From an optimization exercise on the open Yosys and OpenROAD flow, aimed at small area and a short achievable clock period; shortcuts taken in it are not production practice. Function was checked by simulation only, so behaviour that the tests miss may differ from the original. Power and IR drop assume default switching activity.

// mac
module mac (
    input  logic               i_nrst,
    input  logic               i_clk,
    input  logic signed  [7:0] i_a0, i_a1, i_a2, i_a3, i_a4, i_a5, i_a6, i_a7,
    input  logic signed  [7:0] i_b0, i_b1, i_b2, i_b3, i_b4, i_b5, i_b6, i_b7,
    output logic signed [18:0] o_res
);
    logic p1;
    logic p2;
    logic p3;
    logic p4;
    logic p5;
    logic p6;
    logic p7;
    logic p8;
    logic p9;
    logic p10;
    logic p11;
    logic p12;
    logic p13;
    logic p14;
    logic p15;
    logic p16;
    logic p17;
    logic p18;
    logic p19;
    logic p20;
    logic p21;
    logic p22;
    logic p23;
    logic p24;
    logic p25;
    logic p26;
    logic p27;
    logic p28;
    logic p29;
    logic p30;
    logic p31;
    logic p32;
    logic p33;
    logic p34;
    logic p35;
    logic p36;
    logic p37;
    logic p38;
    logic p39;
    logic p40;
    logic p41;
    logic p42;
    logic p43;
    logic p44;
    logic p45;
    logic p46;
    logic p47;
    logic p48;
    logic p49;
    logic p50;
    logic p51;
    logic p52;
    logic p53;
    logic p54;
    logic p55;
    logic p56;
    logic p57;
    logic p58;
    logic p59;
    logic p60;
    logic p61;
    logic p62;
    logic p63;
    logic p64;
  ...
Settings: LEC_CHECK=0, CAP_MARGIN=20, CORE_MARGIN=5, CORE_UTILIZATION=60, SETUP_SLACK_MARGIN=2.6, SLEW_MARGIN=20, SYNTH_HIERARCHICAL=1, SYNTH_MINIMUM_KEEP_SIZE=0; clock period 5.5 ns.
standard.sh (not shown) runs the stock make flow with config.mk's settings and CLKGATE_MAP_FILE= SYNTH_SCRIPT=/design/flow/synth_recipe.tcl, a recipe that flattens the netlist after the stock synthesis.
==> flow/flow/run.sh <==
#!/bin/bash
set -e
export BUFFER_PORTS_ARGS="-buffer_cell sky130_fd_sc_hd__buf_1"
sed -E 's/SETUP_SLACK_MARGIN=[-0-9.]+/SETUP_SLACK_MARGIN=0/' standard.sh > standard_fp.sh
bash standard_fp.sh synth floorplan > standard_fp.log 2>&1
bash standard.sh > standard.log 2>&1
Rerun with:
--- a/flow/config.mk
+++ b/flow/config.mk
@@ -7,7 +7,9 @@
 export LEC_CHECK = 0
-export CAP_MARGIN = 20
+export CAP_MARGIN = 0
 export CORE_MARGIN = 5
 export CORE_UTILIZATION = 60
-export SETUP_SLACK_MARGIN = 2.6
-export SLEW_MARGIN = 20
+export CTS_CLUSTER_DIAMETER = 100
+export CTS_CLUSTER_SIZE = 30
+export SETUP_SLACK_MARGIN = 2.8
+export SLEW_MARGIN = 0
 export SYNTH_HIERARCHICAL = 1
The changed run finished clean.
Count of clock-buffer cells in the layout drops by 23.
Clock skew climbs by 0.0058 ns.
Register-to-register slack improves by 0.08 ns.
Area after synthesis is unchanged.
Maximum frequency climbs by a little under a tenth.
Utilization drops by 0.52 points.
Sequential power is about the same.
Non-clock buffer count is unchanged.
First-iteration DRC count climbs by a few percent.
Rerun with:
--- a/flow/config.mk
+++ b/flow/config.mk
@@ -7,3 +7,3 @@
 export LEC_CHECK = 0
-export CAP_MARGIN = 0
+export CAP_MARGIN = 20
 export CORE_MARGIN = 5
@@ -12,4 +12,5 @@
 export CTS_CLUSTER_SIZE = 30
+export PLACE_DENSITY = 0.75
 export SETUP_SLACK_MARGIN = 2.8
-export SLEW_MARGIN = 0
+export SLEW_MARGIN = 20
 export SYNTH_HIERARCHICAL = 1
The new run finished clean; global-route usage went up by 1.1 points; via count went up by 4.2%; cell area is about the same; die area does not change; total power went up by 1.8%.
Rerun with:
==> flow/flow/run.sh (replaced) <==
#!/bin/bash
set -e
export BUFFER_PORTS_ARGS="-buffer_cell sky130_fd_sc_hd__buf_1"
bash standard.sh > standard.log 2>&1
--- a/flow/config.mk
+++ b/flow/config.mk
@@ -10,5 +10,2 @@
 export CORE_UTILIZATION = 60
-export CTS_CLUSTER_DIAMETER = 100
-export CTS_CLUSTER_SIZE = 30
-export PLACE_DENSITY = 0.75
 export SETUP_SLACK_MARGIN = 2.8
Effect: The changed run completed without violations; power grows by 8.1%; design area grows by 7.6%; via count grows by 0.73%; final cell count grows by 1.5%; first-iteration DRC count shrinks by 8.6%; utilization grows by 5.0 points; routed wire length grows by 5.4%.
Rerun with:
--- a/flow/config.mk
+++ b/flow/config.mk
@@ -9,3 +9,4 @@
 export CORE_MARGIN = 5
-export CORE_UTILIZATION = 60
+export CORE_UTILIZATION = 40
+export CTS_BUF_LIST = sky130_fd_sc_hd__clkbuf_8
 export SETUP_SLACK_MARGIN = 2.8
Result: The changed run completed without violations. Sequential cell count is unchanged. Routed wire length is higher by a few percent. Synthesized area does not change. Design area is higher slightly. Non-clock buffer count stays the same.
Rerun with:
==> flow/flow/run.sh (replaced) <==
#!/bin/bash
set -e
export BUFFER_PORTS_ARGS="-buffer_cell sky130_fd_sc_hd__buf_1"
sed -E 's/SETUP_SLACK_MARGIN=[-0-9.]+/SETUP_SLACK_MARGIN=0/' standard.sh > standard_fp.sh
bash standard_fp.sh synth floorplan > standard_fp.log 2>&1
bash standard.sh > standard.log 2>&1
--- a/flow/config.mk
+++ b/flow/config.mk
@@ -9,4 +9,3 @@
 export CORE_MARGIN = 5
-export CORE_UTILIZATION = 40
-export CTS_BUF_LIST = sky130_fd_sc_hd__clkbuf_8
+export CORE_UTILIZATION = 60
 export SETUP_SLACK_MARGIN = 2.8
Outcome: Maximum frequency is lower slightly; global-route usage goes up by 8.8 points; area after synthesis does not change; clock skew goes down by 0.027 ns; die area falls by a quarter to a third; final cell count drops by roughly a tenth; sequential share of layout area increases by 1.4 points; final area decreases by a few percent; register-to-register slack loses 0.03 ns.

========
mac again, from the RTL that the note above started with.
==> flow/config.mk <==
export PLATFORM = sky130hd
export DESIGN_NAME = mac
export DESIGN_NICKNAME = mac
export VERILOG_FILES = /design/flow/design.v
export SDC_FILE = /design/flow/constraint.sdc
export NUM_CORES = 4
export LEC_CHECK = 0
export CAP_MARGIN = 20
export CORE_MARGIN = 5
export CORE_UTILIZATION = 40
export SETUP_SLACK_MARGIN = 2.8
export SLEW_MARGIN = 20
export SYNTH_HIERARCHICAL = 1
export SYNTH_MINIMUM_KEEP_SIZE = 0
==> flow/constraint.sdc <==
create_clock -name core_clock -period 5.5 [get_ports {i_clk}]
set_input_delay 1.1000 -clock core_clock [delete_from_list [all_inputs] [get_ports {i_clk}]]
set_output_delay 1.1000 -clock core_clock [all_outputs]
set_load 0.01 [all_outputs]
==> flow/flow/run.sh <==
#!/bin/bash
set -e
export BUFFER_PORTS_ARGS="-buffer_cell sky130_fd_sc_hd__buf_1"
bash standard.sh > standard.log 2>&1
Edit:
--- a/flow/flow/run.sh
+++ b/flow/flow/run.sh
@@ -3,0 +4,2 @@
+sed -E 's/SETUP_SLACK_MARGIN=[-0-9.]+/SETUP_SLACK_MARGIN=0/' standard.sh > standard_fp.sh
+bash standard_fp.sh synth floorplan > standard_fp.log 2>&1
Settings changed: CORE_UTILIZATION 40 to 60, SETUP_SLACK_MARGIN 2.8 to 3.0.
Result:
- via count hardly moves
- synthesized cell count stays the same
- design area barely changes
- sequential power hardly moves
- routed wire length fell by a little under a tenth
- worst setup slack got worse by 0.0035 ns
- core utilization increases by 24 points
- sequential cell count is unchanged
- global-route usage climbs by 9.6 points
Edit:
Settings changed: CTS_CLUSTER_DIAMETER from default to 100, CTS_CLUSTER_SIZE from default to 30, GPL_ROUTABILITY_DRIVEN from default to 0, SETUP_SLACK_MARGIN 3.0 to 2.8.
Critical path depth is unchanged.
Clock power shrinks by 41%.
Power shrinks by 10%.
Fmax shrinks by 0.96%.
Flip-flop and latch count is unchanged.
Edit:
==> flow/flow/run.sh (replaced) <==
#!/bin/bash
set -e
export BUFFER_PORTS_ARGS="-buffer_cell sky130_fd_sc_hd__buf_1"
bash standard.sh > standard.log 2>&1
Settings changed: CORE_UTILIZATION 60 to 40, CTS_CLUSTER_DIAMETER 100 to default, CTS_CLUSTER_SIZE 30 to default, GPL_ROUTABILITY_DRIVEN 0 to default, SETUP_SLACK_MARGIN 2.8 to 2.6.
=> The new run completed with no timing, DRC or antenna violations. Clock power climbs by well over a third. Total power climbs by a little under a tenth. Synthesized cell count does not change. Setup slack gets worse by 0.17 ns. Routed wire length climbs by roughly a tenth. Clock-buffer cell count climbs by 21. Cell count climbs by roughly a tenth. Non-clock buffer count drops by 3.

========
JK:
mac, a different RTL version from the one above (not shown whole).
Size in the first run: roughly 1,500 cells after synthesis, about 150 I/O pins, about 17,000 µm² of cells after synthesis.
Settings: LEC_CHECK=0, CAP_MARGIN=20, CORE_MARGIN=5, CORE_UTILIZATION=40, SETUP_SLACK_MARGIN=2.3, SLEW_MARGIN=20, SYNTH_HIERARCHICAL=1, SYNTH_MINIMUM_KEEP_SIZE=0; clock period 5.5 ns.
==> flow/flow/run.sh <==
#!/bin/bash
set -e
export BUFFER_PORTS_ARGS="-buffer_cell sky130_fd_sc_hd__buf_1"
bash standard.sh > standard.log 2>&1
JK finished all stages; the layout is clean.
Here is what was changed in the inputs of MS compared with JK.
- SETUP_SLACK_MARGIN now 2.5, was 2.3
--- outcome ---
Going from JK to MS, final weighted congestion in routability-driven placement shrank slightly. Higher wire length was reported by MS, not JK. Going from JK to MS, total via count after detailed routing grew slightly. Time the final worst path needs with I/O delays and setup: MS lower than JK. On maximum achievable frequency: between MS and JK, it ends up higher for MS.
The inputs of AL differ from those of MS as listed below.
- a change of SETUP_SLACK_MARGIN from 2.5 to 2.0
## What came out
- AL ended up with a higher fill cell instance count of the final layout than MS did.
- Diff MS -> AL: first-pass GRT wire length now smaller, highest fanout seen on the critical path now larger, combinational power now smaller, total inserted antenna cells now larger.
- Looking only at net switching power, and setting everything else aside, the lower value of MS and AL goes to AL.
- On proportion of layout cells with a drive suffix above 1, the lower figure sits with AL, not MS.
- Going from MS to AL, reg2reg setup slack grows by 0.10 ns.
- MS → AL: setup slack decreased 0.37 ns; portion of total power attributed to the clock network shows an increase of 0.5 points; later-pin clock latency in the skew report saw little to no change.

==> afterwards: timing with drivers on the ports <==
Ports are ideal in the flow. The routed layouts listed here were re-timed in OpenROAD.
Step 1 (the two cells are an assumption about what drives the block):
set clk [get_ports {i_clk}]
set_driving_cell -lib_cell sky130_fd_sc_hd__clkbuf_16 $clk
set_driving_cell -lib_cell sky130_fd_sc_hd__buf_2 [delete_from_list [all_inputs] $clk]
Step 2 moves the port delays by t, midway between the first and last clock arrival at a register: inputs arrive t later, outputs are due t later. That takes back most of the time a late clock gives input paths.
a / b / c = ideal ports / drivers / drivers and shift; a / b = the first two.
run	shift t [ns]	setup WS [ns]	hold WS [ns]	worst setup path after step 2	worst register clock-pin slew, ns
the first run of note 1	0.576	2.516 / 2.545 / 1.969	0.325 / 0.325 / 0.325	input to register	0.07 / 0.07
the second run of note 1	0.528	2.761 / 2.761 / 2.269	0.340 / 0.340 / 0.340	input to register	0.11 / 0.11
the third run of note 1	0.536	2.744 / 2.744 / 2.238	0.339 / 0.339 / 0.339	input to register	0.12 / 0.12
the fourth run of note 1	0.572	2.781 / 2.781 / 2.249	0.326 / 0.326 / 0.326	input to register	0.06 / 0.06
the fifth run of note 1	0.635	2.778 / 2.778 / 2.170	0.322 / 0.322 / 0.322	input to register	0.07 / 0.07
the sixth run of note 1	0.573	2.749 / 2.749 / 2.231	0.324 / 0.324 / 0.324	input to register	0.07 / 0.07
the first run of note 2	0.606	2.790 / 2.790 / 2.227	0.327 / 0.327 / 0.327	input to register	0.07 / 0.07
the second run of note 2	0.575	2.786 / 2.786 / 2.275	0.325 / 0.325 / 0.325	input to register	0.07 / 0.07
the third run of note 2	0.536	2.760 / 2.760 / 2.282	0.335 / 0.335 / 0.335	input to register	0.12 / 0.12
the fourth run of note 2	0.598	2.585 / 2.608 / 2.010	0.330 / 0.330 / 0.330	input to register	0.06 / 0.06
JK	0.493	2.283 / 2.286 / 1.793	0.329 / 0.329 / 0.329	input to register	0.07 / 0.07
MS	0.495	2.371 / 2.371 / 1.876	0.333 / 0.333 / 0.333	input to register	0.08 / 0.08
AL	0.497	1.998 / 2.029 / 1.532	0.328 / 0.328 / 0.328	input to register	0.08 / 0.08
After both steps every run listed still meets setup and hold. For the fifth run of note 1, which loses most, drivers alone change the setup slack by 0.000 ns; drivers and shift together by -0.608 ns.
